Source: an optimization exercise on an open RTL-to-GDS flow (aim: small area). Production flows keep margins and buffers that such runs may drop. Where RTL was checked, it was by simulation tests only, not by an equivalence proof against the original. No functional check of the RTL was part of runs 1, 2 and 7. Power and IR drop assume default switching activity.

==> flow/config.mk <==
export PLATFORM = sky130hd
export DESIGN_NAME = lcd_controller
export DESIGN_NICKNAME = lcd_controller
export VERILOG_FILES = /design/flow/design.v
export SDC_FILE = /design/flow/constraint.sdc
export NUM_CORES = 4
export LEC_CHECK = 0
export CAP_MARGIN = 20
export CORE_MARGIN = 2
export CORE_UTILIZATION = 40
export CTS_BUF_LIST = sky130_fd_sc_hd__clkbuf_2 sky130_fd_sc_hd__clkbuf_4
export CTS_CLUSTER_DIAMETER = 100
export CTS_CLUSTER_SIZE = 40
export SLEW_MARGIN = 20
==> flow/constraint.sdc <==
create_clock -name core_clock -period 10.0 [get_ports {clk}]
set_input_delay 2.0000 -clock core_clock [delete_from_list [all_inputs] [get_ports {clk}]]
set_output_delay 2.0000 -clock core_clock [all_outputs]
set_load 0.01 [all_outputs]
==> flow/design.v <==
`timescale 1ns / 1ps
module lcd_controller(
    input rst,
    input clk,
    input rs_in,
    input [7:0] data_in,
    input strobe_in,
    input [7:0] period_clk_ns,
    output lcd_e,
    output [3:0] lcd_nibble,
    output lcd_rs,
    output lcd_rw,
    output disable_flash,
    output reg done
    );
    localparam PH_WAIT = 2'd0, PH_WR = 2'd1, PH_STB = 2'd2, PH_LD = 2'd3;
    reg [2:0] idx;
    reg [1:0] ph;
    reg [23:0] cnt;
    reg [3:0] nib;
    wire [8:0] stab = cnt[8:0];
    wire [8:0] hold = cnt[17:9];
    wire active = stab[8] | stab[7] | stab[6] | (stab[5] & (stab[4] | stab[3]));
    wire hold_done = hold[8] | (hold[7] & hold[6] & hold[5] & hold[4]);
    wire stb = (ph == PH_STB);
    wire [9:0] lo_c;
    wire [8:0] lo_sum;
    assign lo_c[0] = 1'b0;
    genvar i;
    generate
        for (i = 0; i < 8; i = i + 1) begin : lo_fa
            assign lo_sum[i] = stab[i] ^ period_clk_ns[i] ^ lo_c[i];
            assign lo_c[i+1] = (stab[i] & period_clk_ns[i]) | (lo_c[i] & (stab[i] ^ period_clk_ns[i]));
        end
    endgenerate
    assign lo_sum[8] = stab[8] ^ lo_c[8];
    assign lo_c[9] = stab[8] & lo_c[8];
    wire [7:0] hi_add = period_clk_ns & {8{stb & active}};
    wire [15:0] hi_c;
    wire [14:0] hi_sum;
    assign hi_c[0] = lo_c[9] & ~stb;
    generate
        for (i = 0; i < 8; i = i + 1) begin : hi_fa
            assign hi_sum[i] = cnt[9+i] ^ hi_add[i] ^ hi_c[i];
            assign hi_c[i+1] = (cnt[9+i] & hi_add[i]) | (hi_c[i] & (cnt[9+i] ^ hi_add[i]));
        end
        for (i = 8; i < 15; i = i + 1) begin : hi_ha
            assign hi_sum[i] = cnt[9+i] ^ hi_c[i];
            assign hi_c[i+1] = cnt[9+i] & hi_c[i];
        end
    endgenerate
    wire stb_exit = active & hold_done;
    reg wait_done;
    always @* begin
        case (idx)
            3'd0: wait_done = (cnt[23] & (cnt[22] & (cnt[21] & (cnt[18] & (cnt[15] & (cnt[14] & (cnt[13] & (cnt[9] | (cnt[8] & (cnt[7] & cnt[6]))))))))));
            3'd1: wait_done = (cnt[21] & (cnt[20] & (cnt[19] & (cnt[18] & (cnt[17] & (cnt[15] & (cnt[12] | (cnt[11] & (cnt[10] & (cnt[9] & (cnt[8] & (cnt[7] & (cnt[6] | cnt[5])))))))))))));
            3'd2: wait_done = (cnt[16] & (cnt[15] & (cnt[10] & (cnt[9] & (cnt[8] | (cnt[7] & (cnt[6] | cnt[5])))))));
            3'd3, 3'd7: wait_done = (cnt[15] & (cnt[12] & (cnt[11] & (cnt[10] & (cnt[8] | (cnt[7] | cnt[6]))))));
            3'd4: wait_done = (cnt[15] & (cnt[14] & (cnt[10] | (cnt[9] & (cnt[8] & (cnt[7] | (cnt[6] & (cnt[5] | cnt[4]))))))));
            default: wait_done = (cnt[10] | (cnt[9] & (cnt[8] & (cnt[7] & (cnt[6] & (cnt[5] & (cnt[4] | cnt[3])))))));
        endcase
    end
    assign lcd_rw = 1'b0;
    assign lcd_rs = rs_in;
    assign disable_flash = 1'b1;
    assign lcd_e = stb & (|hold);
    assign lcd_nibble = nib;
    wire load = (ph == PH_LD) | (ph == PH_WR) | ((ph == PH_STB) & stb_exit);
    always @(posedge clk) begin
        done <= (idx == 3'd7) & (ph == PH_WR);
        cnt <= load ? 24'd0 : {hi_sum, lo_sum};
        if (rst) begin
            idx <= 3'd0;
            ph <= PH_LD;
            nib <= 4'd0;
        end else begin
            case (ph)
                PH_LD:
                    if (idx != 3'd5)
                        ph <= PH_WAIT;
                    else if (strobe_in)
                        ph <= PH_WR;
                PH_WAIT:
                    if (wait_done)
                        ph <= PH_WR;
                PH_WR: begin
                    case (idx)
                        3'd0, 3'd1, 3'd2: nib <= 4'h3;
                        3'd3: nib <= 4'h2;
                        3'd4: nib <= 4'h0;
                        3'd5: nib <= data_in[7:4];
                        3'd6: nib <= data_in[3:0];
                        default: ;
                    endcase
                    if (idx == 3'd4 || idx == 3'd7) begin
                        idx <= 3'd5;
                        ph <= PH_LD;
                    end else
                        ph <= PH_STB;
                end
                PH_STB:
                    if (stb_exit) begin
                        idx <= idx + 3'd1;
                        ph <= (idx[2]) ? PH_WAIT : PH_LD;
                    end
            endcase
        end
    end
endmodule
==> flow/flow/run.sh <==
#!/bin/bash
# Standard layout, with 1x port buffers, ABC's buffers removed, an area re-map of the
# logic after floorplanning and power recovery (downsizing off the critical path).
set -euo pipefail
here=$(pwd)
export BUFFER_PORTS_ARGS="-buffer_cell sky130_fd_sc_hd__buf_1"
bash standard.sh REMOVE_ABC_BUFFERS=1 RECOVER_POWER=100 POST_FLOORPLAN_TCL=$here/flow/restructure.tcl finish > make_finish.log 2>&1
==> flow/flow/restructure.tcl <==
# Area recovery: re-map the combinational logic with ABC after floorplanning.
file mkdir $::env(LOG_DIR)/rmp
restructure -target area -liberty_file [lindex $::env(LIB_FILES) 0] \
  -tielo_port sky130_fd_sc_hd__conb_1/LO -tiehi_port sky130_fd_sc_hd__conb_1/HI \
  -work_dir $::env(LOG_DIR)/rmp -abc_logfile $::env(LOG_DIR)/rmp/abc.log
==> flow/standard.sh <==
#!/bin/bash
# synth_recipe.tcl (not shown) runs the flow's synth.tcl, then flattens the netlist and writes it again
# the make line also repeats each setting of config.mk as NAME=value (left out here)
make -C /OpenROAD-flow-scripts/flow DESIGN_CONFIG=/design/flow/config.mk WORK_HOME=/design/flow/orfs CLKGATE_MAP_FILE= SYNTH_SCRIPT=/design/flow/synth_recipe.tcl "${@:-finish}"
==> results of run 1 <==
==> worst max-delay path: cells and delay by family <==
kind / cells / cell delay, ns
AND/OR/NAND/NOR: 21 / 3.64
AO/OA/AOI/OAI: 18 / 2.65
buffers and inverters: 2 / 0.21
==> state kept, by name, summed over array words and instances (netlist names) <==
| signal | flops |
|---|---|
| cnt | 24 |
| done | 1 |
| idx | 3 |
| nib | 4 |
| ph | 2 |
==> power by group <==
| group | leakage (nW) | internal [mW] | total, mW | switching [mW] |
|---|---|---|---|---|
| Sequential | 0.277 | 0.144 | 0.153 | 0.00905 |
| Combinational | 0.373 | 0.0202 | 0.0553 | 0.0352 |
| Clock | 0.0331 | 0.0291 | 0.0736 | 0.0445 |
| Total | 0.684 | 0.194 | 0.282 | 0.0887 |
==> kinds of logic after synthesis <==
logic type      after synthesis  synth area share [%]
other cells                   2                 0.379
flops                        34                  34.3
buf+inv                      16                  4.16
compound gates               41                  13.6
fa+ha+maj                    29                  24.0
simple gates                 79                  23.1
xor+xnor                      1                 0.442
==> cell type report <==
class                   count  area [µm²]
flip-flops and latches     34         681
inverters                  42         158
fillers                   521        2680
repair buffers             25        93.8
well taps                  67        83.8
multi-input cells         174        1000
clock buffers               6        45.0
clock inverters             2        8.76
==> synth_stat cells, types with 4 or more instances <==
master,n
a211oi_1,8
a21oi_1,10
and2_1,33
dfxtp_1,34
fa_1,15
ha_1,14
inv_1,6
nand3_1,4
nand4_1,5
nor2_1,13
nor2b_1,5
nor3_1,5
o21ai_0,6
==> per-stage QoR <==
| stage | worst slack (ns) | instances |
|---|---|---|
| after global routing | 0.836 | 350 |
| final | 1.78 | 350 |
| after detailed placement | 1.61 | 342 |
| after CTS | 1.97 | 350 |
| after global placement | 1.86 | 342 |
| after floorplan | 0.505 | 192 |
==> per-layer routing <==
layer	up-vias	GRT usage (%)	part of all wire (%)
met2	36	26.5	44
met3	6	3.66	4.6
met4	0	6.15	1.3
met5	-	0	0
met1	839	23.5	50
li1	976	-	-
==> worst min path at each step <==
| stage | end | cells after the start |
|---|---|---|
| finish | cnt[23]$_SDFF_PP0_ | 1 |
| global route | cnt[23]$_SDFF_PP0_ | 1 |
| CTS | cnt[23]$_SDFF_PP0_ | 1 |
| detailed placement | cnt[23]$_SDFF_PP0_ | 1 |
| global placement | cnt[23]$_SDFF_PP0_ | 1 |
| floorplan | nib[0]$_SDFFE_PP0P_ | 2 |
==> impl_metrics.tcl, run 1 <==
set metrics [dict create \
    slowest_delay_ns 0.31 \
    endpoint "cnt[23]$_SDFF_PP0_" \
    yosys_warnings 1 \
    rrSetupSlack_ns 3.23 \
    placed_cell_area_um2 2020 \
    area_delta_synth_final_pct 4.42 \
    layout_common_cells "clkinv_1, o21ai_0, nor2_1" \
    hpwl_mm 3.27 \
    worstMarginPinSlew_ns 0.635 \
    die_w_um 74.4 \
    end_kind "flip-flop" \
    grt_antenna_before_repair 0 \
    synth_cell_types 41 \
    netlist_instances 202 \
    dieArea_um2 5540 \
    antenna_cells 0 \
    drc_errors 0 \
    critPathRequiredTime_ns 10.27 \
    r2r_end "cnt[23]$_SDFF_PP0_" \
    ir_worst_vdd_mv 0.0649 \
    finalHoldViolCount 0 \
    slew_viol_final 0 \
    htree_num_levels 2 \
    p_leak_nw 0.684 \
    hold_buffers 0 \
    finClkSkew_ns 0.00288 \
    clk_pin_slew_ns 0.10 \
    core_area_um2 4750 \
    synth_area_leaders "dfxtp_1, fa_1, and2_1" \
    synth_area_leader_cell "dfxtp_1" \
    hp-class "flip-flop to flip-flop" \
    synth_ff_type "dfxtp_1" \
    r2r_start "cnt[1]$_SDFF_PP0_" \
    final_area_um2 2070 \
    max_freq_mhz 122 \
    period_minus_slack_ns 8.22 \
    rsz0062_at_grt "false" \
    grt_usage_pct 17.1 \
    cts_tree "done" \
    yosysTopAreaCellShare_pct 34.3 \
    status "complete, no violations" \
    powerDensity_nw_per_um2 136 \
    wl_per_cell_um 11.9 \
    overflow 0 \
    grt_pass1_wl_mm 7.31 \
    cts.sinks 34 \
    avgSynthCellArea_um2 9.82 \
    netlist_area_um2 1980 \
    fin_nets 302 \
    routed_wl_mm 4.18 \
    cts_buffers 5 \
    post-cts-setup-buffer-count 0 \
    criticalPathCategory "primary input to flip-flop" \
    crit_start "period_clk_ns[0]" \
    cp_slowest_cell "o32ai_1" \
    vias 1857 \
    synth_edf_count 0 \
    portBuffers 24 \
    maxCapViolations 0 \
    cts.path.max_buffers 2 \
    root_buffer "clkbuf_4" \
    grt_start_max_net_pins 17 \
    start_util_pct 41.7 \
    place_congestion 0.839 \
    p_total_uw 282 \
    ys_seq_area_share_pct 34.3 \
    ant_nets 0 \
    die_h_um 74.4 \
    drt_iter0_markers 98 \
    cp_max_fo 4 \
    drive_gt1_share_pct 2.47 \
    final_common_cell "clkinv_1" \
    setup-violations-final 0 \
    rows 25 \
    utilization_pct 43.6 \
    vias_per_cell 5.31 \
    hold_start "cnt[23]$_SDFF_PP0_" \
    r2r_cells 40 \
    finalCritPeriodShare_pct 82.2 \
    cts_resized 0 \
    pin_count 29 \
    timing.setup.tns_ns 0 \
    relSlewSlack_pct 57.6 \
    clk_latency_ns 0.33 \
    path_common_cell "o21ai_0" \
    arrival_ns 8.49 \
    ys_ff_latch 34 \
    first_global_vias 1649 \
    critPathLaunchType "primary input" \
    dr.pass1.iters 4 \
    whs_ns 0.471 \
    async_flop_share_pct 0 \
]
==> run 2: changes to the inputs <==
--- a/flow/design.v
+++ b/flow/design.v
@@ -18,4 +18,6 @@
     reg [1:0] ph;
-    reg [23:0] cnt;
+    reg [19:0] cnt;
     reg [3:0] nib;
+    wire [23:0] wcnt = {nib, cnt};
+    wire ready = idx[2] & (idx[1] | idx[0]);
     wire [8:0] stab = cnt[8:0];
@@ -37,6 +39,6 @@
     assign lo_c[9] = stab[8] & lo_c[8];
-    wire [7:0] hi_add = period_clk_ns & {8{stb & active}};
-    wire [15:0] hi_c;
-    wire [14:0] hi_sum;
-    assign hi_c[0] = lo_c[9] & ~stb;
+    wire [7:0] hi_add = (stb & active) ? period_clk_ns : {7'd0, lo_c[9] & ~stb};
+    wire [11:0] hi_c;
+    wire [10:0] hi_sum;
+    assign hi_c[0] = 1'b0;
     generate
@@ -46,3 +48,3 @@
         end
-        for (i = 8; i < 15; i = i + 1) begin : hi_ha
+        for (i = 8; i < 11; i = i + 1) begin : hi_ha
             assign hi_sum[i] = cnt[9+i] ^ hi_c[i];
@@ -55,8 +57,8 @@
         case (idx)
-            3'd0: wait_done = (cnt[23] & (cnt[22] & (cnt[21] & (cnt[18] & (cnt[15] & (cnt[14] & (cnt[13] & (cnt[9] | (cnt[8] & (cnt[7] & cnt[6]))))))))));
-            3'd1: wait_done = (cnt[21] & (cnt[20] & (cnt[19] & (cnt[18] & (cnt[17] & (cnt[15] & (cnt[12] | (cnt[11] & (cnt[10] & (cnt[9] & (cnt[8] & (cnt[7] & (cnt[6] | cnt[5])))))))))))));
-            3'd2: wait_done = (cnt[16] & (cnt[15] & (cnt[10] & (cnt[9] & (cnt[8] | (cnt[7] & (cnt[6] | cnt[5])))))));
-            3'd3, 3'd7: wait_done = (cnt[15] & (cnt[12] & (cnt[11] & (cnt[10] & (cnt[8] | (cnt[7] | cnt[6]))))));
-            3'd4: wait_done = (cnt[15] & (cnt[14] & (cnt[10] | (cnt[9] & (cnt[8] & (cnt[7] | (cnt[6] & (cnt[5] | cnt[4]))))))));
-            default: wait_done = (cnt[10] | (cnt[9] & (cnt[8] & (cnt[7] & (cnt[6] & (cnt[5] & (cnt[4] | cnt[3])))))));
+            3'd0: wait_done = (wcnt[23] & (wcnt[22] & (wcnt[21] & (wcnt[18] & (wcnt[15] & (wcnt[14] & (wcnt[13] & (wcnt[9] | (wcnt[8] & (wcnt[7] & wcnt[6]))))))))));
+            3'd1: wait_done = (wcnt[21] & (wcnt[20] & (wcnt[19] & (wcnt[18] & (wcnt[17] & (wcnt[15] & (wcnt[12] | (wcnt[11] & (wcnt[10] & (wcnt[9] & (wcnt[8] & (wcnt[7] & (wcnt[6] | wcnt[5])))))))))))));
+            3'd2: wait_done = (wcnt[16] & (wcnt[15] & (wcnt[10] & (wcnt[9] & (wcnt[8] | (wcnt[7] & (wcnt[6] | wcnt[5])))))));
+            3'd3, 3'd7: wait_done = (wcnt[15] & (wcnt[12] & (wcnt[11] & (wcnt[10] & (wcnt[8] | (wcnt[7] | wcnt[6]))))));
+            3'd4: wait_done = (wcnt[15] & (wcnt[14] & (wcnt[10] | (wcnt[9] & (wcnt[8] & (wcnt[7] | (wcnt[6] & (wcnt[5] | wcnt[4]))))))));
+            default: wait_done = (wcnt[10] | (wcnt[9] & (wcnt[8] & (wcnt[7] & (wcnt[6] & (wcnt[5] & (wcnt[4] | wcnt[3])))))));
         endcase
@@ -67,3 +69,5 @@
     assign lcd_e = stb & (|hold);
-    assign lcd_nibble = nib;
+    wire init_n1 = (idx != 3'd0) | stb;
+    wire init_n0 = init_n1 & ~idx[2] & ~(idx[1] & idx[0] & stb);
+    assign lcd_nibble = ready ? nib : {2'b00, init_n1, init_n0};
     wire load = (ph == PH_LD) | (ph == PH_WR) | ((ph == PH_STB) & stb_exit);
@@ -71,3 +75,12 @@
         done <= (idx == 3'd7) & (ph == PH_WR);
-        cnt <= load ? 24'd0 : {hi_sum, lo_sum};
+        cnt <= load ? 20'd0 : {hi_sum, lo_sum};
+        if (ph == PH_WR && ready) begin
+            if (idx == 3'd5)
+                nib <= data_in[7:4];
+            else if (idx == 3'd6)
+                nib <= data_in[3:0];
+        end else if (~ready & load)
+            nib <= 4'd0;
+        else if (hi_c[11])
+            nib <= nib + 4'd1;
         if (rst) begin
@@ -75,3 +88,2 @@
             ph <= PH_LD;
-            nib <= 4'd0;
         end else begin
@@ -87,10 +99,2 @@
                 PH_WR: begin
-                    case (idx)
-                        3'd0, 3'd1, 3'd2: nib <= 4'h3;
-                        3'd3: nib <= 4'h2;
-                        3'd4: nib <= 4'h0;
-                        3'd5: nib <= data_in[7:4];
-                        3'd6: nib <= data_in[3:0];
-                        default: ;
-                    endcase
                     if (idx == 3'd4 || idx == 3'd7) begin
==> impl_metrics.tcl, run 2 <==
set metrics [dict create \
    start_util_pct 41.7 \
    rows 25 \
    root_buffer "clkbuf_4" \
    drc_errors 0 \
    reg.largest.list "cnt (20), nib (4), idx (3)" \
    grt_usage_pct 17.9 \
    synth_cell_types 44 \
    netlist_instances 205 \
    finalHoldViolCount 0 \
    maxCapViolations 0 \
    cp_slowest_cell "o21ai_0" \
    ys_seq_area_share_pct 32.5 \
    period_minus_slack_ns 8.49 \
    setup-violations-final 0 \
    grt_start_max_net_pins 17 \
    hp-class "flip-flop to flip-flop" \
    synth_area_leaders "dfxtp_1, fa_1, and2_1" \
    layout_common_cells "nor2_1, clkinv_1, o21ai_0" \
    cts_tree "done" \
    synth_edf_count 4 \
    hold_buffers 0 \
    final_common_cell "nor2_1" \
    fin_nets 316 \
    synth_area_leader_cell "dfxtp_1" \
    cp_num_buf_inv 4 \
    synthTopCellsByCount "and2_1, dfxtp_1, nand2_1" \
    holdPathStages 2 \
    portBuffers 24 \
    fillCellCount 513 \
    status "complete, no violations" \
    drt_iter0_markers 90 \
    pin_count 29 \
    wl_per_cell_um 12.4 \
    dr.pass1.iters 4 \
    post-cts-setup-buffer-count 0 \
    finClkSkew_ns 0.00516 \
    ys_ff_latch 30 \
    drive_gt1_share_pct 2.69 \
    grt_antenna_before_repair 0 \
    cts_resized 0 \
    r2r_end "nib[0]$_DFFE_PP_" \
    clk_latency_ns 0.33 \
    r2r_cells 38 \
    criticalPathCategory "primary input to flip-flop" \
    area_delta_synth_final_pct 4.89 \
    rsz0062_at_grt "false" \
    grt_pass1_wl_mm 7.60 \
    die_w_um 74.2 \
    rrSetupSlack_ns 2.98 \
    hold_start "cnt[18]$_SDFF_PN0_" \
    yosysMostFrequentCell "and2_1" \
    synth_ff_type "dfxtp_1" \
    cp_max_fo 4 \
    htree_num_levels 2 \
    multi_input_area_um2 1000 \
    slowest_delay_ns 0.47 \
    core_area_um2 4720 \
    timing.setup.tns_ns 0 \
    min_to "cnt[18]$_SDFF_PN0_" \
    cts.path.max_buffers 2 \
    top_register "cnt" \
    vias_per_cell 5.14 \
    place_congestion 0.871 \
    routed_wl_mm 4.50 \
    largest_reg_flops 20 \
    worstMarginPinSlew_ns 0.647 \
    ant_nets 0 \
    yosys_warnings 1 \
    max_freq_mhz 118 \
    dieArea_um2 5510 \
    hpwl_mm 3.49 \
    first_global_vias 1683 \
    ir_worst_vdd_mv 0.0672 \
    overflow 0 \
    finalCritPeriodShare_pct 84.9 \
    r2r_start "cnt[0]$_SDFF_PN0_" \
    async_flop_share_pct 0 \
    antenna_cells 0 \
    netlist_area_um2 1970 \
    cpLargestDelayFamily "compound AO/OA/AOI/OAI gates" \
    cts.sinks 30 \
    powerDensity_nw_per_um2 149 \
    critPathRequiredTime_ns 9.98 \
    die_h_um 74.2 \
    end_kind "flip-flop" \
    arrival_ns 8.47 \
    yosysTopAreaCellShare_pct 26.4 \
    slew_viol_final 0 \
    regArea_um2 641 \
    vias 1870 \
    place_ws_ns 1.20 \
    cts_buffers 5 \
    clk_pin_slew_ns 0.10 \
    setup_slack_ns 1.51 \
    avgSynthCellArea_um2 9.62 \
    path_common_cell "o21ai_0" \
    p_leak_nw 0.669 \
    relSlewSlack_pct 56.8 \
    critPathLaunchType "primary input" \
]
[run 2: changes by cell type in the layout (fill, tap and decap cells not counted), sizes merged, moves of 3 or more]
cell,delta
a21oi,+9
o21a,+4
o22ai,+7
edfxtp,+4
nor2b,-6
dfxtp,-8
nor3,+7
o221a,-3
nor2,+13
nor4,+4
a22oi,-3
o211a,-4
a211oi,-9
clkinv,+3
[run 2: worst max path at each step]
stage                            end  slack, ns              from  cells past startpoint
floorplan           nib[0]$_DFFE_PP_       1.31  period_clk_ns[0]                     28
global placement    nib[3]$_DFFE_PP_       1.40  period_clk_ns[0]                     39
detailed placement  nib[3]$_DFFE_PP_       1.20  period_clk_ns[0]                     39
CTS                 nib[3]$_DFFE_PP_       1.55  period_clk_ns[0]                     39
global route        nib[0]$_DFFE_PP_       0.38  period_clk_ns[0]                     39
finish              nib[0]$_DFFE_PP_       1.51  period_clk_ns[0]                     39
[run 2: cell type report]
| type | instances | share of cell area, % |
|---|---|---|
| Sequential cell | 30 | 31.0 |
| Timing Repair Buffer | 25 | 4.54 |
| Clock buffer | 5 | 1.81 |
| Multi-Input combinational cell | 189 | 48.5 |
| Tap cell | 67 | 4.05 |
| Inverter | 45 | 8.17 |
| Clock inverter | 3 | 1.94 |
[run 2: metrics by stage]
| stage | hold slack [ns] | std cells | area, µm² | util, % | total power, mW |
|---|---|---|---|---|---|
| after floorplan | 0.488 | 198 | 1930 | - | 0.306 |
| after global placement | 0.469 | 356 | 1990 | 42.2 | 0.213 |
| after detailed placement | 0.478 | 356 | 1990 | 42.2 | 0.214 |
| after CTS | 0.497 | 364 | 2070 | 43.9 | 0.312 |
| after global routing | 0.539 | 364 | 2070 | 43.8 | 0.330 |
| final | 0.496 | 364 | 2070 | 43.8 | 0.309 |
[run 2: power by group]
part / switching [mW] / internal (mW)
combinational: 0.0418 / 0.0238
clock: 0.0454 / 0.0518
sequential: 0.0123 / 0.134
total: 0.0994 / 0.209
[run 2: logic make-up (layout without fill, tap and decap cells)]
family | Yosys count | in the layout | share of synthesized area [%]
other | 2 | 2 | 0.381
DFF | 30 | 30 | 32.5
and+or+nand+nor | 87 | 93 | 24.4
adders and majority gates | 27 | 0 | 22.5
xor gates and xnor gates | 2 | 2 | 0.888
AOI/OAI and AO/OA | 39 | 92 | 14.8
buffers and inverters | 17 | 78 | 4.00
muxes | 1 | 0 | 0.508
[run 2: metal layers]
layer	part of all wire (%)	vias up	routed length, µm	global-route usage, %
li1	-	1011	-	-
met1	51	814	2280	25.5
met2	44	37	1980	26.8
met3	3.8	8	171	4.07
met4	1.7	0	76	6.15
met5	0	-	0	0
[run 2: worst register-to-register path: cells and delay by family, from the launching register on]
kind | cells | cell delay (ns)
buffers and inverters | 3 | 0.30
AO/OA/AOI/OAI | 18 | 3.51
AND/OR/NAND/NOR | 17 | 2.51
flip-flops | 1 | 0.34
==> run 3: changes to the inputs <==
--- a/flow/design.v
+++ b/flow/design.v
@@ -39,6 +39,6 @@
     assign lo_c[9] = stab[8] & lo_c[8];
-    wire [7:0] hi_add = (stb & active) ? period_clk_ns : {7'd0, lo_c[9] & ~stb};
+    wire [7:0] hi_add = period_clk_ns & {8{stb & active}};
     wire [11:0] hi_c;
     wire [10:0] hi_sum;
-    assign hi_c[0] = 1'b0;
+    assign hi_c[0] = lo_c[9] & ~stb;
     generate
==> flow/flow/filter_lib.py (new file) <==
#!/usr/bin/env python3
"""Write a copy of a Liberty file without the given don't-use cells (names or glob
patterns), for OpenROAD's restructure, which reads the Liberty file itself."""
import fnmatch, re, sys

src, dst = sys.argv[1], sys.argv[2]
pats = sys.argv[3:] + ["*lpflow*", "*probe*"]
text = open(src).read()
out = []
pos = 0
cell_re = re.compile(r'^\s*cell\s*\(\s*"?([\w]+)"?\s*\)\s*\{', re.M)
for m in cell_re.finditer(text):
    if m.start() < pos:
        continue
    name = m.group(1)
    if not any(fnmatch.fnmatch(name, p) for p in pats):
        continue
    # find the end of this cell group by brace matching
    depth = 0
    i = m.end() - 1
    while True:
        c = text[i]
        if c == '{':
            depth += 1
        elif c == '}':
            depth -= 1
            if depth == 0:
                break
        i += 1
    out.append(text[pos:m.start()])
    pos = i + 1
out.append(text[pos:])
open(dst, "w").write("".join(out))
==> flow/flow/restructure.tcl (replaced) <==
# Area recovery: re-map the combinational logic with ABC after floorplanning.
# restructure reads the Liberty file itself, so give it a copy without the
# platform's don't-use cells.
set rmp_dir $::env(LOG_DIR)/rmp
file mkdir $rmp_dir
set rmp_lib $::env(OBJECTS_DIR)/rmp_allowed.lib
exec python3 [file join [file dirname [info script]] filter_lib.py] \
  [lindex $::env(LIB_FILES) 0] $rmp_lib {*}$::env(DONT_USE_CELLS) >& $rmp_dir/filter_lib.log
restructure -target area -liberty_file $rmp_lib \
  -tielo_port sky130_fd_sc_hd__conb_1/LO -tiehi_port sky130_fd_sc_hd__conb_1/HI \
  -work_dir $rmp_dir -abc_logfile $rmp_dir/abc.log
==> impl_metrics.tcl, run 3 <==
set metrics [dict create \
    status "complete, no violations" \
    yosysTopAreaCellShare_pct 25.1 \
    overflow 0 \
    synth_area_leaders "dfxtp_1, fa_1, ha_1" \
    grt_usage_pct 15.8 \
    period_minus_slack_ns 8.08 \
    netlist_instances 213 \
    die_w_um 76.1 \
    whs_ns 0.504 \
    synth_cell_types 53 \
    p_leak_nw 0.643 \
    ant_nets 0 \
    grt_pass1_wl_mm 7.37 \
    ir_worst_vdd_mv 0.0714 \
    powerDensity_nw_per_um2 139 \
    end_kind "flip-flop" \
    portBuffers 24 \
    pin_count 29 \
    dp.cells 356 \
    yosysMostFrequentCell "dfxtp_1" \
    place_ws_ns 1.58 \
    max_freq_mhz 124 \
    hp-class "flip-flop to flip-flop" \
    rows 26 \
    final_area_um2 2060 \
    clk_latency_ns 0.33 \
    synth_edf_count 4 \
    top_register "cnt" \
    fin_nets 313 \
    dieArea_um2 5790 \
    root_buffer "clkbuf_4" \
    netlist_area_um2 2080 \
    largest_reg_flops 20 \
    synthTopCellsByCount "dfxtp_1, fa_1, inv_1" \
    setup_slack_ns 1.92 \
    drc_errors 0 \
    final_common_cell "nor2_1" \
    setup-violations-final 0 \
    critPathLaunchType "primary input" \
    dr.pass1.iters 4 \
    routed_wl_mm 4.34 \
    avgSynthCellArea_um2 9.75 \
    arrival_ns 8.08 \
    post-cts-setup-buffer-count 0 \
    cts_resized 0 \
    maxCapViolations 0 \
    vias 1873 \
    path_common_cell "o21ai_0" \
    finalHoldViolCount 0 \
    cp_max_fo 4 \
    drt_iter0_markers 90 \
    ys_seq_area_share_pct 30.8 \
    cts_buffers 5 \
    cts.path.max_buffers 2 \
    htree_num_levels 2 \
    area_delta_synth_final_pct -0.843 \
    met3_length_um 139 \
    utilization_pct 40.6 \
    clk_pin_slew_ns 0.10 \
    vias_per_cell 5.15 \
    synth_ff_type "dfxtp_1" \
    finalCritPeriodShare_pct 80.8 \
    relSlewSlack_pct 66.8 \
    slowest_delay_ns 0.34 \
    grt_start_max_net_pins 17 \
    highest_layer "met4" \
    reg.largest.list "cnt (20), nib (4), idx (3)" \
    criticalPathCategory "primary input to flip-flop" \
    worstMarginPinSlew_ns 0.495 \
    grt_antenna_before_repair 0 \
    yosys_warnings 1 \
    first_global_vias 1673 \
    fillCellCount 568 \
    core_area_um2 5070 \
    place_congestion 0.868 \
    placed_cell_area_um2 2010 \
    cp_slowest_cell "a21oi_1" \
    hpwl_mm 3.43 \
    async_flop_share_pct 0 \
    wl_per_cell_um 11.9 \
    met2_length_mm 1.95 \
    p_total_uw 286 \
    layout_common_cells "nor2_1, clkinv_1, o21ai_0" \
    start_util_pct 40.9 \
    cts.sinks 30 \
    drive_gt1_share_pct 2.72 \
    synth_area_leader_cell "dfxtp_1" \
    ys_ff_latch 30 \
    finClkSkew_ns 0.00828 \
    fin_cells 364 \
    cts_tree "done" \
    critPathRequiredTime_ns 10.00 \
    wl_met1_mm 2.17 \
    die_h_um 76.1 \
    timing.setup.tns_ns 0 \
    rsz0062_at_grt "false" \
    antenna_cells 0 \
    hold_buffers 0 \
    slew_viol_final 0 \
]
## run 3: area by class of cell
class | instances | area (µm²) | area share (%)
inverters | 47 | 176 | 8.57
multi-input cells | 184 | 1000 | 48.7
flip-flops and latches | 30 | 641 | 31.1
well taps | 70 | 87.6 | 4.25
clock buffers | 6 | 45.0 | 2.19
repair buffers | 25 | 97.6 | 4.74
clock inverters | 2 | 8.76 | 0.425
## run 3: cell families after synthesis
group           count (synthesis)  synth area share, %
other cells                     2                0.362
buf+inv                        25                 6.14
fa+ha+maj                      27                 21.7
xor+xnor                        2                0.844
mux                             2                 1.02
flops                          30                 30.8
simple gates                   82                 23.7
compound gates                 43                 15.4
## run 3: where the power goes
group | internal, mW | switching [mW]
combinational | 0.0256 | 0.0436
sequential | 0.134 | 0.0113
clock | 0.0291 | 0.0425
## run 3: routing by layer
layer | up-vias | track usage [%]
li1 | 1011 | -
met1 | 824 | 20.2
met2 | 30 | 25.7
met3 | 8 | 4.15
met4 | 0 | 5.82
met5 | - | 0
## run 3: path summary, 6_finish.rpt
path / start / endpoint / slack (ns) / depth (start not counted)
worst min register to register: cnt[18]$_SDFF_PN0_ / cnt[18]$_SDFF_PN0_ / 0.50 / 2
worst max-delay path: period_clk_ns[0] / nib[3]$_DFFE_PP_ / 1.92 / 38
worst min-delay path: cnt[18]$_SDFF_PN0_ / cnt[18]$_SDFF_PN0_ / 0.50 / 2
worst max register to register: cnt[1]$_SDFF_PN0_ / nib[3]$_DFFE_PP_ / 3.39 / 35
## run 3: worst max-delay path, delay by kind of cell
family / cells / cell delay (ns)
buf+inv: 3 / 0.29
compound gates: 17 / 3.09
simple gates: 18 / 2.71
==> run 4: changes to the inputs <==
==> flow/flow/run.sh (replaced) <==
#!/bin/bash
# Standard layout, with 1x port buffers, ABC's buffers removed, an area re-map of the
# logic after floorplanning, CTS without dummy loads, and power recovery (downsizing
# off the critical path).
set -euo pipefail
here=$(pwd)
export BUFFER_PORTS_ARGS="-buffer_cell sky130_fd_sc_hd__buf_1"
export CTS_ARGS="-sink_clustering_enable -repair_clock_nets -dont_use_dummy_load -buf_list {sky130_fd_sc_hd__clkbuf_2 sky130_fd_sc_hd__clkbuf_4} -sink_clustering_size 50 -sink_clustering_max_diameter 500"
bash standard.sh REMOVE_ABC_BUFFERS=1 RECOVER_POWER=100 POST_FLOORPLAN_TCL=$here/flow/restructure.tcl finish > make_finish.log 2>&1
==> impl_metrics.tcl, run 4 <==
set metrics [dict create \
    netlist_area_um2 2080 \
    synthXorXnorAreaFrac_pct 0.843 \
    finalHoldViolCount 0 \
    routed_wl_mm 4.30 \
    cts.path.max_buffers 2 \
    synth_cell_types 53 \
    p_total_uw 275 \
    r2r_end "nib[2]$_DFFE_PP_" \
    combPwrFrac_pct 25.1 \
    pin_count 29 \
    first_global_vias 1673 \
    die_h_um 76.1 \
    cts.sinks 30 \
    hold_start "cnt[18]$_SDFF_PN0_" \
    synthSimpleGateAreaFrac_pct 23.7 \
    finClkSkew_ns 0.0134 \
    whs_ns 0.501 \
    fillCellCount 570 \
    r2r_start "cnt[1]$_SDFF_PN0_" \
    grtUsageMet2_pct 25.6 \
    p_int_uw 183 \
    met1_usage_pct 20.1 \
    synth_edf_count 4 \
    core_area_um2 5070 \
    dr.pass1.iters 4 \
    cts_resized 0 \
    grt_antenna_before_repair 0 \
    arrival_ns 8.04 \
    period_minus_slack_ns 8.05 \
    cp_num_buf_inv 3 \
    p_leak_nw 0.633 \
    post-cts-setup-buffer-count 0 \
    grt_pass1_wl_mm 7.33 \
    synthTopCellsByCount "dfxtp_1, fa_1, inv_1" \
    setup-violations-final 0 \
    place_ws_ns 1.58 \
    rows 26 \
    grt-busiest-layer "met2" \
    muxShareOfSynthArea_pct 1.02 \
    clk_latency_ns 0.32 \
    yosysTopAreaCellShare_pct 25.1 \
    drive_gt1_share_pct 2.06 \
    grt_usage_pct 15.8 \
    drc_errors 0 \
    synth_compound_area_share_pct 15.4 \
    fin_nets 313 \
    utilization_pct 40.3 \
    synth_top_family_by_area "simple AND/OR/NAND/NOR gates" \
    yosys_warnings 1 \
    r2r_cells 35 \
    holdPathStages 2 \
    critPathRequiredTime_ns 9.99 \
    relSlewSlack_pct 66.5 \
    path_common_cell "o21ai_0" \
    finalCritPeriodShare_pct 80.5 \
    end_kind "flip-flop" \
    worstMarginPinSlew_ns 0.498 \
    slowest_delay_ns 0.34 \
    p_sw_uw 92.1 \
    avgSynthCellArea_um2 9.75 \
    dieArea_um2 5790 \
    cpLargestDelayFamily "compound AO/OA/AOI/OAI gates" \
    cts_tree "done" \
    drt_iter0_markers 70 \
    largest_reg_flops 20 \
    overflow 0 \
    synth_area_leader_cell "dfxtp_1" \
    vias 1854 \
    yosysMostFrequentCell "dfxtp_1" \
    wl_per_cell_um 11.9 \
    powerDensity_nw_per_um2 135 \
    htree_num_levels 2 \
    regArea_um2 641 \
    portBuffers 24 \
    timing.setup.tns_ns 0 \
    synth_area_leaders "dfxtp_1, fa_1, ha_1" \
    top_register "cnt" \
    netlist_instances 213 \
    maxCapViolations 0 \
    max_freq_mhz 124 \
    hold_buffers 0 \
    place_congestion 0.868 \
    cp_slowest_cell "a21oi_1" \
    synthAdderAreaFrac_pct 21.7 \
    rsz0062_at_grt "false" \
    die_w_um 76.1 \
    status "complete, no violations" \
    antenna_cells 0 \
    hp-class "flip-flop to flip-flop" \
    setup_slack_ns 1.95 \
    multi_input_area_um2 1000 \
    ant_nets 0 \
    final_common_cell "nor2_1" \
    p_clk_share_pct 22.1 \
    hpwl_mm 3.43 \
    vias_per_cell 5.14 \
    netSwitchingFraction_pct 33.5 \
    power_frac_seq_pct 52.8 \
    ys_seq_area_share_pct 30.8 \
    criticalPathCategory "primary input to flip-flop" \
    synth_ff_type "dfxtp_1" \
    reg.largest.list "cnt (20), nib (4), idx (3)" \
    slew_viol_final 0 \
    layout_common_cells "nor2_1, clkinv_1, o21ai_0" \
    cp_max_fo 4 \
    cts_buffers 5 \
    async_flop_share_pct 0 \
    ys_ff_latch 30 \
    root_buffer "clkbuf_4" \
    ir_worst_vdd_mv 0.0704 \
    clk_pin_slew_ns 0.08 \
    area_delta_synth_final_pct -1.63 \
    start_util_pct 40.9 \
    min_to "cnt[18]$_SDFF_PN0_" \
    grt_start_max_net_pins 17 \
    grtUsageMet3_pct 4.50 \
    critPathLaunchType "primary input" \
    rrSetupSlack_ns 3.43 \
]
run 4: cell count changes in the layout (fill, tap and decap cells not counted), sizes merged:
cell / before / now
clkbuf: 6 / 5
clkinv: 49 / 47
run 4: logic make-up (layout without fill, tap and decap cells):
group	after synthesis	in the layout
AND/OR/NAND/NOR	82	90
AO/OA/AOI/OAI	43	92
flip-flops	30	30
adder cells (fa/ha/maj)	27	0
buffers and inverters	25	77
other	2	2
XOR/XNOR	2	0
multiplexers	2	0
run 4: layout make-up:
type,count,share of cell area (%)
Tap cell,70,4.29
Sequential cell,30,31.4
Timing Repair Buffer,25,4.78
Inverter,47,8.63
Multi-Input combinational cell,184,49.1
Clock buffer,5,1.84
run 4: worst max-delay path by stage:
stage	start	to	slack, ns	cells after the start
detailed placement	period_clk_ns[0]	nib[2]$_DFFE_PP_	1.58	38
CTS	period_clk_ns[0]	nib[2]$_DFFE_PP_	1.94	38
finish	period_clk_ns[0]	nib[2]$_DFFE_PP_	1.95	38
global placement	period_clk_ns[0]	nib[3]$_DFFE_PP_	1.85	36
global route	period_clk_ns[0]	nib[2]$_DFFE_PP_	0.86	38
floorplan	period_clk_ns[0]	nib[0]$_DFFE_PP_	1.06	26
run 4: layer usage:
layer	wire (µm)	up-vias
li1	-	1011
met1	2150	810
met2	1980	31
met3	139	2
met4	27	0
met5	0	-
run 4: power by group through the flow:
stage	logic [mW]	clock network (mW)	registers [mW]
floorplan	0.103	0	0.185
global placement	0.0678	0	0.148
detailed placement	0.0692	0	0.148
CTS	0.0696	0.0646	0.145
global route	0.0794	0.0706	0.147
finish	0.0690	0.0609	0.145
run 4: worst min-delay path, stage by stage (launching register included):
cell	delay, ns
dfxtp_1	0.32
clkinv_1	0.07
a211oi_1	0.07
run 4: stage by stage:
stage	instance area, µm²	instances
3_3_place_gp	2010	356
6_report	2040	361
5_1_grt	2040	361
3_5_place_dp	2010	356
4_1_cts	2040	361
2_1_floorplan	2000	202
==> run 5: changes to the inputs <==
==> flow/flow/run.sh (replaced) <==
#!/bin/bash
# Standard layout, with 1x port buffers, ABC's buffers removed, an area re-map of the
# logic after floorplanning, CTS without dummy loads, and power recovery (downsizing
# off the critical path).
set -euo pipefail
here=$(pwd)
export BUFFER_PORTS_ARGS="-buffer_cell sky130_fd_sc_hd__buf_1"
export CTS_ARGS="-sink_clustering_enable -repair_clock_nets -dont_use_dummy_load -buf_list {sky130_fd_sc_hd__clkbuf_8} -root_buf sky130_fd_sc_hd__clkbuf_8 -sink_clustering_size 50 -sink_clustering_max_diameter 500"
bash standard.sh REMOVE_ABC_BUFFERS=1 RECOVER_POWER=100 POST_FLOORPLAN_TCL=$here/flow/restructure.tcl finish > make_finish.log 2>&1
==> impl_metrics.tcl, run 5 <==
set metrics [dict create \
    status "complete, no violations" \
    synth_area_leaders "dfxtp_1, fa_1, ha_1" \
    first_global_vias 1673 \
    layout_common_cells "nor2_1, clkinv_1, o21ai_0" \
    ant_nets 0 \
    highest_layer "met4" \
    hp-class "flip-flop to flip-flop" \
    vias 1862 \
    synth_cell_types 53 \
    htree_num_levels 2 \
    worstMarginPinSlew_ns 0.501 \
    ys_ff_latch 30 \
    relSlewSlack_pct 66.3 \
    cp_max_fo 4 \
    fin_nets 313 \
    portBuffers 24 \
    period_minus_slack_ns 8.14 \
    die_h_um 76.1 \
    arrival_ns 8.07 \
    slowest_delay_ns 0.34 \
    pin_count 29 \
    yosys_warnings 1 \
    cts_tree "done" \
    cts_resized 0 \
    place_congestion 0.868 \
    drt_iter0_markers 92 \
    finClkSkew_ns 0.00758 \
    start_util_pct 40.9 \
    vias_per_cell 5.16 \
    rsz0062_at_grt "false" \
    clk_latency_ns 0.27 \
    grt_usage_pct 15.6 \
    yosysMostFrequentCell "dfxtp_1" \
    top_register "cnt" \
    dp.cells 356 \
    met3_length_um 146 \
    maxCapViolations 0 \
    overflow 0 \
    netlist_area_um2 2080 \
    fin_cells 361 \
    finalHoldViolCount 0 \
    synth_ff_type "dfxtp_1" \
    hold_buffers 0 \
    met2_length_mm 1.96 \
    grt_pass1_wl_mm 7.31 \
    yosysTopAreaCellShare_pct 25.1 \
    synthTopCellsByCount "dfxtp_1, fa_1, inv_1" \
    ir_worst_vdd_mv 0.0594 \
    dieArea_um2 5790 \
    synth_edf_count 4 \
    core_area_um2 5070 \
    reg.largest.list "cnt (20), nib (4), idx (3)" \
    post-cts-setup-buffer-count 0 \
    max_freq_mhz 123 \
    cp_slowest_cell "a21oi_1" \
    p_total_uw 299 \
    setup-violations-final 0 \
    wl_per_cell_um 11.9 \
    place_ws_ns 1.58 \
    antenna_cells 0 \
    root_buffer "clkbuf_8" \
    drive_gt1_share_pct 2.06 \
    grt_antenna_before_repair 0 \
    final_common_cell "nor2_1" \
    p_leak_nw 0.646 \
    area_delta_synth_final_pct -0.120 \
    largest_reg_flops 20 \
    slew_viol_final 0 \
    whs_ns 0.498 \
    async_flop_share_pct 0 \
    hpwl_mm 3.43 \
    cts.path.max_buffers 2 \
    wl_met1_mm 2.16 \
    die_w_um 76.1 \
    synth_area_leader_cell "dfxtp_1" \
    multi_input_area_um2 1000 \
    critPathLaunchType "primary input" \
    finalCritPeriodShare_pct 81.4 \
    drc_errors 0 \
    clk_pin_slew_ns 0.05 \
    dr.pass1.iters 4 \
    grt_start_max_net_pins 17 \
    avgSynthCellArea_um2 9.75 \
    ys_seq_area_share_pct 30.8 \
    regArea_um2 641 \
    netlist_instances 213 \
    cts_buffers 5 \
    powerDensity_nw_per_um2 144 \
    path_common_cell "o21ai_0" \
    rows 26 \
    timing.setup.tns_ns 0 \
    end_kind "flip-flop" \
    cts.sinks 30 \
    criticalPathCategory "primary input to flip-flop" \
    routed_wl_mm 4.30 \
    critPathRequiredTime_ns 9.93 \
    fillCellCount 573 \
    setup_slack_ns 1.86 \
]
-- run 5: path summary, 6_finish.rpt --
check | startpoint | slack, ns | to | cells after the start
max | period_clk_ns[0] | 1.86 | nib[2]$_DFFE_PP_ | 38
min | cnt[18]$_SDFF_PN0_ | 0.50 | cnt[18]$_SDFF_PN0_ | 2
max reg2reg | cnt[1]$_SDFF_PN0_ | 3.40 | nib[2]$_DFFE_PP_ | 35
min reg2reg | cnt[18]$_SDFF_PN0_ | 0.50 | cnt[18]$_SDFF_PN0_ | 2
-- run 5: power by group --
group / leakage [nW] / total, mW / internal [mW] / switching [mW]
Clock: 0.0359 / 0.0844 / 0.0447 / 0.0397
Sequential: 0.255 / 0.145 / 0.134 / 0.0112
Combinational: 0.355 / 0.0693 / 0.0256 / 0.0437
-- run 5: routing by layer --
layer | vias up | global-route usage, %
met2 | 30 | 25.5
met3 | 2 | 3.79
met5 | - | 0
met1 | 820 | 20.2
li1 | 1010 | -
met4 | 0 | 5.27
-- run 5: final cells by class --
type / count / share of cell area (%)
Sequential cell: 30 / 30.9
Clock buffer: 5 / 3.32
Timing Repair Buffer: 25 / 4.70
Tap cell: 70 / 4.22
Multi-Input combinational cell: 184 / 48.4
Inverter: 47 / 8.50
-- run 5: cell families (layout without fill, tap and decap cells) --
| logic type | count (synthesis) | in the layout | share of synthesized area [%] |
|---|---|---|---|
| other cells | 2 | 2 | 0.362 |
| simple gates | 82 | 90 | 23.7 |
| mux | 2 | 0 | 1.02 |
| xor+xnor | 2 | 0 | 0.844 |
| buf+inv | 25 | 77 | 6.14 |
| fa+ha+maj | 27 | 0 | 21.7 |
| compound gates | 43 | 92 | 15.4 |
| flops | 30 | 30 | 30.8 |
-- run 5: critical path: cells and delay by family --
kind,cells,cell delay (ns)
compound gates,17,3.09
buf+inv,3,0.29
simple gates,18,2.70
-- run 5: metrics by stage --
stage / util (%) / cell area (µm²)
final: 40.9 / 2070
after detailed placement: 39.5 / 2010
after global routing: 40.9 / 2070
after global placement: 39.5 / 2010
after CTS: 40.9 / 2070
after floorplan: - / 2000
==> run 6: changes to the inputs <==
==> flow/flow/run.sh (replaced) <==
#!/bin/bash
# Standard layout, with 1x port buffers, ABC's buffers removed, an area re-map of the
# logic after floorplanning, CTS without dummy loads, and power recovery (downsizing
# off the critical path).
set -euo pipefail
here=$(pwd)
export BUFFER_PORTS_ARGS="-buffer_cell sky130_fd_sc_hd__buf_1"
export CTS_ARGS="-sink_clustering_enable -repair_clock_nets -dont_use_dummy_load -buf_list {sky130_fd_sc_hd__clkbuf_2 sky130_fd_sc_hd__clkbuf_4} -root_buf sky130_fd_sc_hd__clkbuf_4 -sink_clustering_size 16 -sink_clustering_max_diameter 60"
bash standard.sh REMOVE_ABC_BUFFERS=1 RECOVER_POWER=100 POST_FLOORPLAN_TCL=$here/flow/restructure.tcl finish > make_finish.log 2>&1
==> impl_metrics.tcl, run 6 <==
set metrics [dict create \
    p_leak_nw 0.633 \
    relSlewSlack_pct 66.5 \
    critPathLaunchType "primary input" \
    grtUsageMet3_pct 4.50 \
    synth_edf_count 4 \
    cp_slowest_cell "a21oi_1" \
    drt_iter0_markers 70 \
    grt_pass1_wl_mm 7.33 \
    synth_area_leaders "dfxtp_1, fa_1, ha_1" \
    first_global_vias 1673 \
    setup-violations-final 0 \
    status "complete, no violations" \
    reg.largest.list "cnt (20), nib (4), idx (3)" \
    synth_ff_type "dfxtp_1" \
    final_common_cell "nor2_1" \
    async_flop_share_pct 0 \
    netlist_area_um2 2080 \
    avgSynthCellArea_um2 9.75 \
    grt_antenna_before_repair 0 \
    ys_ff_latch 30 \
    maxCapViolations 0 \
    layout_common_cells "nor2_1, clkinv_1, o21ai_0" \
    cts.path.max_buffers 2 \
    htree_num_levels 2 \
    drive_gt1_share_pct 2.06 \
    synthSimpleGateAreaFrac_pct 23.7 \
    netlist_instances 213 \
    grtUsageMet2_pct 25.6 \
    synthTopCellsByCount "dfxtp_1, fa_1, inv_1" \
    muxShareOfSynthArea_pct 1.02 \
    start_util_pct 40.9 \
    path_common_cell "o21ai_0" \
    max_freq_mhz 124 \
    slew_viol_final 0 \
    grt_usage_pct 15.8 \
    cts_tree "done" \
    hold_buffers 0 \
    arrival_ns 8.04 \
    placed_cell_area_um2 2010 \
    cts_buffers 5 \
    final_area_um2 2040 \
    worstMarginPinSlew_ns 0.498 \
    antenna_cells 0 \
    criticalPathCategory "primary input to flip-flop" \
    drc_errors 0 \
    critPathRequiredTime_ns 9.99 \
    synth_area_leader_cell "dfxtp_1" \
    end_kind "flip-flop" \
    routed_wl_mm 4.30 \
    die_h_um 76.1 \
    clk_pin_slew_ns 0.08 \
    area_delta_synth_final_pct -1.63 \
    synth_cell_types 53 \
    period_minus_slack_ns 8.05 \
    rows 26 \
    ys_seq_area_share_pct 30.8 \
    met1_usage_pct 20.1 \
    yosys_warnings 1 \
    ir_worst_vdd_mv 0.0704 \
    rsz0062_at_grt "false" \
    cp_max_fo 4 \
    dr.pass1.iters 4 \
    die_w_um 76.1 \
    top_register "cnt" \
    synth_top_family_by_area "simple AND/OR/NAND/NOR gates" \
    cts_resized 0 \
    largest_reg_flops 20 \
    finalCritPeriodShare_pct 80.5 \
    powerDensity_nw_per_um2 135 \
    hp-class "flip-flop to flip-flop" \
    slowest_delay_ns 0.34 \
    post-cts-setup-buffer-count 0 \
    portBuffers 24 \
    ant_nets 0 \
    hpwl_mm 3.43 \
    core_area_um2 5070 \
    vias 1854 \
    root_buffer "clkbuf_4" \
    fin_nets 313 \
    wl_per_cell_um 11.9 \
    vias_per_cell 5.14 \
    yosysMostFrequentCell "dfxtp_1" \
    place_congestion 0.868 \
    synthXorXnorAreaFrac_pct 0.843 \
    clk_latency_ns 0.32 \
    rrSetupSlack_ns 3.43 \
    finalHoldViolCount 0 \
    pin_count 29 \
    finClkSkew_ns 0.0134 \
    synth_compound_area_share_pct 15.4 \
    cts.sinks 30 \
    grt_start_max_net_pins 17 \
    yosysTopAreaCellShare_pct 25.1 \
    overflow 0 \
    dieArea_um2 5790 \
    grt-busiest-layer "met2" \
    synthAdderAreaFrac_pct 21.7 \
    timing.setup.tns_ns 0 \
]
run 6: layout make-up:
class	count	area, µm²
fill	570	3030
multi-input combinational	184	1000
sequential	30	641
inverter	47	176
timing repair buffer	25	97.6
tap	70	87.6
clock buffer	5	37.5
run 6: layer usage:
metal / vias to the layer above / wire (µm)
met4: 0 / 27
met2: 31 / 1980
li1: 1011 / -
met5: - / 0
met3: 2 / 139
met1: 810 / 2150
run 6: final timing paths:
| check | from | to | cells after the start |
|---|---|---|---|
| min reg2reg | cnt[18]$_SDFF_PN0_ | cnt[18]$_SDFF_PN0_ | 2 |
| max reg2reg | cnt[1]$_SDFF_PN0_ | nib[2]$_DFFE_PP_ | 35 |
| min | cnt[18]$_SDFF_PN0_ | cnt[18]$_SDFF_PN0_ | 2 |
| max | period_clk_ns[0] | nib[2]$_DFFE_PP_ | 38 |
run 6: cell families after synthesis:
kind of cell	Yosys count
xor+xnor	2
buf+inv	25
simple gates	82
mux	2
flops	30
compound gates	43
other cells	2
fa+ha+maj	27
run 6: report_power, final:
group | total (mW) | leakage (nW) | internal (mW) | switching, mW
logic | 0.0690 | 0.355 | 0.0256 | 0.0434
clock network | 0.0609 | 0.0230 | 0.0234 | 0.0374
registers | 0.145 | 0.255 | 0.134 | 0.0113
run 6: critical path, delay by kind of cell:
family | cells | cell delay, ns
buffers and inverters | 3 | 0.29
AND/OR/NAND/NOR | 18 | 2.69
AO/OA/AOI/OAI | 17 | 3.06
run 6: stage by stage:
step	hold slack [ns]	setup slack, ns	cells	power (mW)	util, %
global route	0.533	0.860	361	0.297	40.3
detailed placement	0.489	1.58	356	0.217	39.5
CTS	0.505	1.94	361	0.279	40.3
global placement	0.493	1.85	356	0.215	39.5
floorplan	0.489	1.06	202	0.288	-
finish	0.501	1.95	361	0.275	40.3
==> run 7: changes to the inputs <==
--- a/flow/design.v
+++ b/flow/design.v
@@ -39,6 +39,6 @@
     assign lo_c[9] = stab[8] & lo_c[8];
-    wire [7:0] hi_add = period_clk_ns & {8{stb & active}};
+    wire [7:0] hi_add = (stb & active) ? period_clk_ns : {7'd0, lo_c[9] & ~stb};
     wire [11:0] hi_c;
     wire [10:0] hi_sum;
-    assign hi_c[0] = lo_c[9] & ~stb;
+    assign hi_c[0] = 1'b0;
     generate
==> flow/flow/run.sh (replaced) <==
#!/bin/bash
# Standard layout, with 1x port buffers, ABC's buffers removed, an area re-map of the
# logic after floorplanning, CTS without dummy loads, and power recovery (downsizing
# off the critical path).
set -euo pipefail
here=$(pwd)
export BUFFER_PORTS_ARGS="-buffer_cell sky130_fd_sc_hd__buf_1"
export CTS_ARGS="-sink_clustering_enable -repair_clock_nets -dont_use_dummy_load -buf_list {sky130_fd_sc_hd__clkbuf_2 sky130_fd_sc_hd__clkbuf_4} -sink_clustering_size 40 -sink_clustering_max_diameter 100"
bash standard.sh REMOVE_ABC_BUFFERS=1 RECOVER_POWER=100 POST_FLOORPLAN_TCL=$here/flow/restructure.tcl finish > make_finish.log 2>&1
==> impl_metrics.tcl, run 7 <==
set metrics [dict create \
    slew_viol_final 0 \
    combPwrFrac_pct 24.0 \
    ys_ff_latch 30 \
    rrSetupSlack_ns 2.93 \
    p_sw_uw 92.5 \
    grt_start_max_net_pins 17 \
    hp-class "flip-flop to flip-flop" \
    multi_input_area_um2 1000 \
    path_common_cell "o21ai_0" \
    arrival_ns 8.49 \
    muxShareOfSynthArea_pct 0.508 \
    setup-violations-final 0 \
    critPathLaunchType "primary input" \
    synth_area_leader_cell "dfxtp_1" \
    yosys_warnings 1 \
    clk_pin_slew_ns 0.07 \
    portBuffers 24 \
    cts.path.max_buffers 2 \
    overflow 0 \
    first_global_vias 1672 \
    fin_nets 316 \
    cts_resized 0 \
    dieArea_um2 5510 \
    area_delta_synth_final_pct 2.86 \
    top_register "cnt" \
    finalHoldViolCount 0 \
    ys_seq_area_share_pct 32.5 \
    fillCellCount 511 \
    routed_wl_mm 4.51 \
    yosysMostFrequentCell "and2_1" \
    cp_max_fo 4 \
    dr.pass1.iters 4 \
    status "complete, no violations" \
    r2r_start "cnt[0]$_SDFF_PN0_" \
    synthTopCellsByCount "and2_1, dfxtp_1, nand2_1" \
    synth_edf_count 4 \
    utilization_pct 42.9 \
    whs_ns 0.491 \
    p_leak_nw 0.647 \
    layout_common_cells "nor2_1, clkinv_1, o21ai_0" \
    place_congestion 0.871 \
    final_common_cell "nor2_1" \
    ant_nets 0 \
    grt_usage_pct 17.9 \
    end_kind "flip-flop" \
    regArea_um2 641 \
    synthXorXnorAreaFrac_pct 0.888 \
    final_area_um2 2030 \
    max_freq_mhz 117 \
    hold_buffers 0 \
    finClkSkew_ns 0.0229 \
    netSwitchingFraction_pct 33.8 \
    critPathRequiredTime_ns 9.95 \
    rsz0062_at_grt "false" \
    pin_count 29 \
    power_frac_seq_pct 53.4 \
    period_minus_slack_ns 8.53 \
    vias_per_cell 5.20 \
    p_int_uw 181 \
    vias 1877 \
    async_flop_share_pct 0 \
    core_area_um2 4720 \
    rows 25 \
    cp_slowest_cell "o21ai_0" \
    finalCritPeriodShare_pct 85.3 \
    post-cts-setup-buffer-count 0 \
    cts_buffers 5 \
    die_h_um 74.2 \
    relSlewSlack_pct 56.8 \
    netlist_instances 205 \
    netlist_area_um2 1970 \
    maxCapViolations 0 \
    grt_antenna_before_repair 0 \
    start_util_pct 41.7 \
    synth_compound_area_share_pct 14.8 \
    slowest_delay_ns 0.47 \
    crit_start "period_clk_ns[0]" \
    synthSimpleGateAreaFrac_pct 24.4 \
    yosysTopAreaCellShare_pct 26.4 \
    synth_ff_type "dfxtp_1" \
    synth_area_leaders "dfxtp_1, fa_1, and2_1" \
    drt_iter0_markers 123 \
    synthAdderAreaFrac_pct 22.5 \
    powerDensity_nw_per_um2 135 \
    cts_tree "done" \
    drc_errors 0 \
    worstMarginPinSlew_ns 0.648 \
    grt_pass1_wl_mm 7.58 \
    timing.setup.tns_ns 0 \
    avgSynthCellArea_um2 9.62 \
    clk_latency_ns 0.33 \
    largest_reg_flops 20 \
    criticalPathCategory "primary input to flip-flop" \
    antenna_cells 0 \
    placed_cell_area_um2 1990 \
    hold_start "cnt[19]$_SDFF_PN0_" \
    reg.largest.list "cnt (20), nib (4), idx (3)" \
    hpwl_mm 3.49 \
    cts.sinks 30 \
    htree_num_levels 2 \
    ir_worst_vdd_mv 0.0668 \
    synth_top_family_by_area "simple AND/OR/NAND/NOR gates" \
    synth_cell_types 44 \
    p_clk_share_pct 22.6 \
    wl_per_cell_um 12.5 \
    die_w_um 74.2 \
    root_buffer "clkbuf_4" \
    drive_gt1_share_pct 1.70 \
]
==> run 7: cell count changes in the layout (fill, tap and decap cells not counted), moves of 2 or more <==
cell	previous run	this run
a21oi_1	10	14
o21ai_0	36	40
nand3_1	0	3
a211oi_1	7	5
a221oi_1	0	2
clkinv_1	47	45
nand2_1	9	11
o22ai_1	12	10
xor2_1	0	2
==> run 7: worst paths after layout <==
check,cells after the start,endpoint
worst min-delay path,1,cnt[19]$_SDFF_PN0_
worst max-delay path,39,nib[0]$_DFFE_PP_
worst max register to register,38,nib[0]$_DFFE_PP_
worst min register to register,1,cnt[19]$_SDFF_PN0_
==> run 7: critical path: cells and delay by family <==
kind            cells  cell delay [ns]
compound gates     18             3.52
buf+inv             4             0.41
simple gates       17             2.54
==> run 7: power groups by stage <==
| stage | logic (mW) | registers [mW] | clock network [mW] |
|---|---|---|---|
| 2_1_floorplan | 0.116 | 0.191 | 0 |
| 3_5_place_dp | 0.0654 | 0.149 | 0 |
| 4_1_cts | 0.0656 | 0.146 | 0.0657 |
| 6_report | 0.0657 | 0.146 | 0.0618 |
| 3_3_place_gp | 0.0643 | 0.149 | 0 |
| 5_1_grt | 0.0761 | 0.148 | 0.0712 |
==> run 7: layout make-up <==
cell class / instances / share of cell area [%]
Timing Repair Buffer: 25 / 4.63
Multi-Input combinational cell: 189 / 49.5
Inverter: 45 / 8.33
Clock buffer: 5 / 1.85
Tap cell: 67 / 4.13
Sequential cell: 30 / 31.6
==> run 7: routing by layer <==
metal  routed length [µm]  part of all wire, %  global-route usage, %
met2                 1970                   44                   26.6
met4                   79                  1.8                   6.15
met3                  197                  4.4                   4.07
met5                    0                    0                      0
met1                 2270                   50                   25.7
==> run 7: cell families (layout without fill, tap and decap cells) <==
group | after synthesis | count (layout)
AOI/OAI and AO/OA | 39 | 92
other | 2 | 2
and+or+nand+nor | 87 | 93
DFF | 30 | 30
buffers and inverters | 17 | 75
muxes | 1 | 0
adders and majority gates | 27 | 0
xor gates and xnor gates | 2 | 2
==> run 7: stage by stage <==
step	setup WS, ns	std cells	total power, mW
floorplan	1.31	198	0.306
global placement	1.40	356	0.213
finish	1.47	361	0.274
detailed placement	1.20	356	0.214
global route	0.352	361	0.295
CTS	1.53	361	0.277
==> run 8: changes to the inputs <==
--- a/flow/design.v
+++ b/flow/design.v
@@ -39,6 +39,6 @@
     assign lo_c[9] = stab[8] & lo_c[8];
-    wire [7:0] hi_add = (stb & active) ? period_clk_ns : {7'd0, lo_c[9] & ~stb};
+    wire [7:0] hi_add = period_clk_ns & {8{stb & active}};
     wire [11:0] hi_c;
     wire [10:0] hi_sum;
-    assign hi_c[0] = 1'b0;
+    assign hi_c[0] = lo_c[9] & ~stb;
     generate
==> impl_metrics.tcl, run 8 <==
set metrics [dict create \
    status "complete, no violations" \
    path_common_cell "o21ai_0" \
    cts_resized 0 \
    worstMarginPinSlew_ns 0.498 \
    clk_latency_ns 0.32 \
    drc_errors 0 \
    p_total_uw 275 \
    dp.cells 356 \
    drt_iter0_markers 70 \
    maxCapViolations 0 \
    combPwrFrac_pct 25.1 \
    p_leak_nw 0.633 \
    finalHoldViolCount 0 \
    hpwl_mm 3.43 \
    r2r_start "cnt[1]$_SDFF_PN0_" \
    synth_cell_types 53 \
    dr.pass1.iters 4 \
    whs_ns 0.501 \
    vias_per_cell 5.14 \
    drive_gt1_share_pct 2.06 \
    slowest_delay_ns 0.34 \
    root_buffer "clkbuf_4" \
    ant_nets 0 \
    synth_area_leader_cell "dfxtp_1" \
    yosysMostFrequentCell "dfxtp_1" \
    fin_nets 313 \
    grt_start_max_net_pins 17 \
    setup-violations-final 0 \
    critPathRequiredTime_ns 9.99 \
    netlist_instances 213 \
    core_area_um2 5070 \
    hp-class "flip-flop to flip-flop" \
    area_delta_synth_final_pct -1.63 \
    overflow 0 \
    die_w_um 76.1 \
    place_ws_ns 1.58 \
    finClkSkew_ns 0.0134 \
    rsz0062_at_grt "false" \
    cp_num_buf_inv 3 \
    timing.setup.tns_ns 0 \
    rows 26 \
    cts.sinks 30 \
    hold_buffers 0 \
    grt_antenna_before_repair 0 \
    die_h_um 76.1 \
    dieArea_um2 5790 \
    slew_viol_final 0 \
    cpLargestDelayFamily "compound AO/OA/AOI/OAI gates" \
    reg.largest.list "cnt (20), nib (4), idx (3)" \
    p_clk_share_pct 22.1 \
    pin_count 29 \
    clk_pin_slew_ns 0.08 \
    synth_area_leaders "dfxtp_1, fa_1, ha_1" \
    start_util_pct 40.9 \
    holdPathStages 2 \
    arrival_ns 8.04 \
    final_common_cell "nor2_1" \
    rrSetupSlack_ns 3.43 \
    antenna_cells 0 \
    r2r_end "nib[2]$_DFFE_PP_" \
    setup_slack_ns 1.95 \
    ys_ff_latch 30 \
    criticalPathCategory "primary input to flip-flop" \
    yosysTopAreaCellShare_pct 25.1 \
    cp_max_fo 4 \
    ys_seq_area_share_pct 30.8 \
    min_to "cnt[18]$_SDFF_PN0_" \
    placed_cell_area_um2 2010 \
    portBuffers 24 \
    hold_start "cnt[18]$_SDFF_PN0_" \
    async_flop_share_pct 0 \
    place_congestion 0.868 \
    finalCritPeriodShare_pct 80.5 \
    grt_pass1_wl_mm 7.33 \
    power_frac_seq_pct 52.8 \
    largest_reg_flops 20 \
    p_int_uw 183 \
    routed_wl_mm 4.30 \
    yosys_warnings 1 \
    synth_ff_type "dfxtp_1" \
    first_global_vias 1673 \
    synthTopCellsByCount "dfxtp_1, fa_1, inv_1" \
    synth_edf_count 4 \
    vias 1854 \
    cts.path.max_buffers 2 \
    grt_usage_pct 15.8 \
    ir_worst_vdd_mv 0.0704 \
    utilization_pct 40.3 \
    netSwitchingFraction_pct 33.5 \
    critPathLaunchType "primary input" \
    htree_num_levels 2 \
    cts_buffers 5 \
    r2r_cells 35 \
    netlist_area_um2 2080 \
    final_area_um2 2040 \
    cts_tree "done" \
    relSlewSlack_pct 66.5 \
    end_kind "flip-flop" \
    max_freq_mhz 124 \
    wl_per_cell_um 11.9 \
    cp_slowest_cell "a21oi_1" \
    period_minus_slack_ns 8.05 \
    post-cts-setup-buffer-count 0 \
    powerDensity_nw_per_um2 135 \
    layout_common_cells "nor2_1, clkinv_1, o21ai_0" \
    fin_cells 361 \
    top_register "cnt" \
    avgSynthCellArea_um2 9.75 \
    p_sw_uw 92.1 \
]
==> run 8: area by class of cell <==
class                           count  area (µm²)
Timing Repair Buffer               25        97.6
Tap cell                           70        87.6
Fill cell                         570        3030
Multi-Input combinational cell    184        1000
Sequential cell                    30         641
Clock buffer                        5        37.5
Inverter                           47         176
==> run 8: how the worst max path moves through the flow <==
| stage | slack, ns | startpoint | to | depth (start not counted) |
|---|---|---|---|---|
| 2_1_floorplan | 1.06 | period_clk_ns[0] | nib[0]$_DFFE_PP_ | 26 |
| 3_3_place_gp | 1.85 | period_clk_ns[0] | nib[3]$_DFFE_PP_ | 36 |
| 3_5_place_dp | 1.58 | period_clk_ns[0] | nib[2]$_DFFE_PP_ | 38 |
| 4_1_cts | 1.94 | period_clk_ns[0] | nib[2]$_DFFE_PP_ | 38 |
| 5_1_grt | 0.86 | period_clk_ns[0] | nib[2]$_DFFE_PP_ | 38 |
| 6_report | 1.95 | period_clk_ns[0] | nib[2]$_DFFE_PP_ | 38 |
==> run 8: worst reg2reg max path, delay by kind of cell (launching register included) <==
| kind | cells | cell delay (ns) |
|---|---|---|
| AOI/OAI and AO/OA | 16 | 3.13 |
| DFF | 1 | 0.36 |
| and+or+nand+nor | 17 | 2.58 |
| buffers and inverters | 2 | 0.18 |
==> run 8: cells by family (layout without fill, tap and decap cells) <==
kind of cell,count (synthesis),count (layout),share of synthesized area (%)
other cells,2,2,0.362
mux,2,0,1.02
simple gates,82,90,23.7
xor+xnor,2,0,0.844
compound gates,43,92,15.4
buf+inv,25,77,6.14
flops,30,30,30.8
fa+ha+maj,27,0,21.7
==> run 8: power groups by stage <==
stage                     sequential, mW  clock, mW  combinational [mW]
after floorplan                    0.185          0               0.103
after global placement             0.148          0              0.0678
after detailed placement           0.148          0              0.0692
after global routing               0.147     0.0706              0.0794
final                              0.145     0.0609              0.0690
after CTS                          0.145     0.0646              0.0696
==> run 8: layer usage <==
| metal | vias up | track usage, % | routed length, µm |
|---|---|---|---|
| met4 | 0 | 5.27 | 27 |
| li1 | 1011 | - | - |
| met5 | - | 0 | 0 |
| met2 | 31 | 25.6 | 1980 |
| met3 | 2 | 4.50 | 139 |
| met1 | 810 | 20.1 | 2150 |

re-timing with driven ports:
The flow's constraints put no driver on any port. The routed layouts listed below were extracted and timed again, unchanged, in two steps. Step 1 (the two cells are an assumption about what drives the block):
set clk [get_ports {clk}]
set_driving_cell -lib_cell sky130_fd_sc_hd__clkbuf_16 $clk
set_driving_cell -lib_cell sky130_fd_sc_hd__buf_2 [delete_from_list [all_inputs] $clk]
Step 2 also shifts input and output timing later by t, the mid clock arrival at the registers, as if the neighbouring blocks saw the same clock. a / b / c = ideal ports / drivers / drivers and shift; a / b = the first two.
run | t (ns) | setup WS [ns] | clock arrival spread, ns | worst slew at a driven data input, ns
run 1 | 0.351 | 1.779 / 1.779 / 1.428 | 0.003 / 0.002 | 0.06
run 2 | 0.355 | 1.512 / 1.512 / 1.157 | 0.005 / 0.005 | 0.06
run 3 | 0.356 | 1.920 / 1.925 / 1.569 | 0.008 / 0.008 | 0.06
run 4 | 0.341 | 1.947 / 1.949 / 1.608 | 0.013 / 0.013 | 0.06
run 5 | 0.299 | 1.863 / 1.869 / 1.570 | 0.008 / 0.008 | 0.06
run 6 | 0.341 | 1.947 / 1.949 / 1.608 | 0.013 / 0.013 | 0.06
run 7 | 0.348 | 1.466 / 1.466 / 1.118 | 0.022 / 0.023 | 0.06
run 8 | 0.341 | 1.947 / 1.949 / 1.608 | 0.013 / 0.013 | 0.06
After both steps every run listed still meets setup and hold. The setup slack of run 2, which loses most, moves by 0.000 ns with the drivers and by -0.355 ns with both steps.
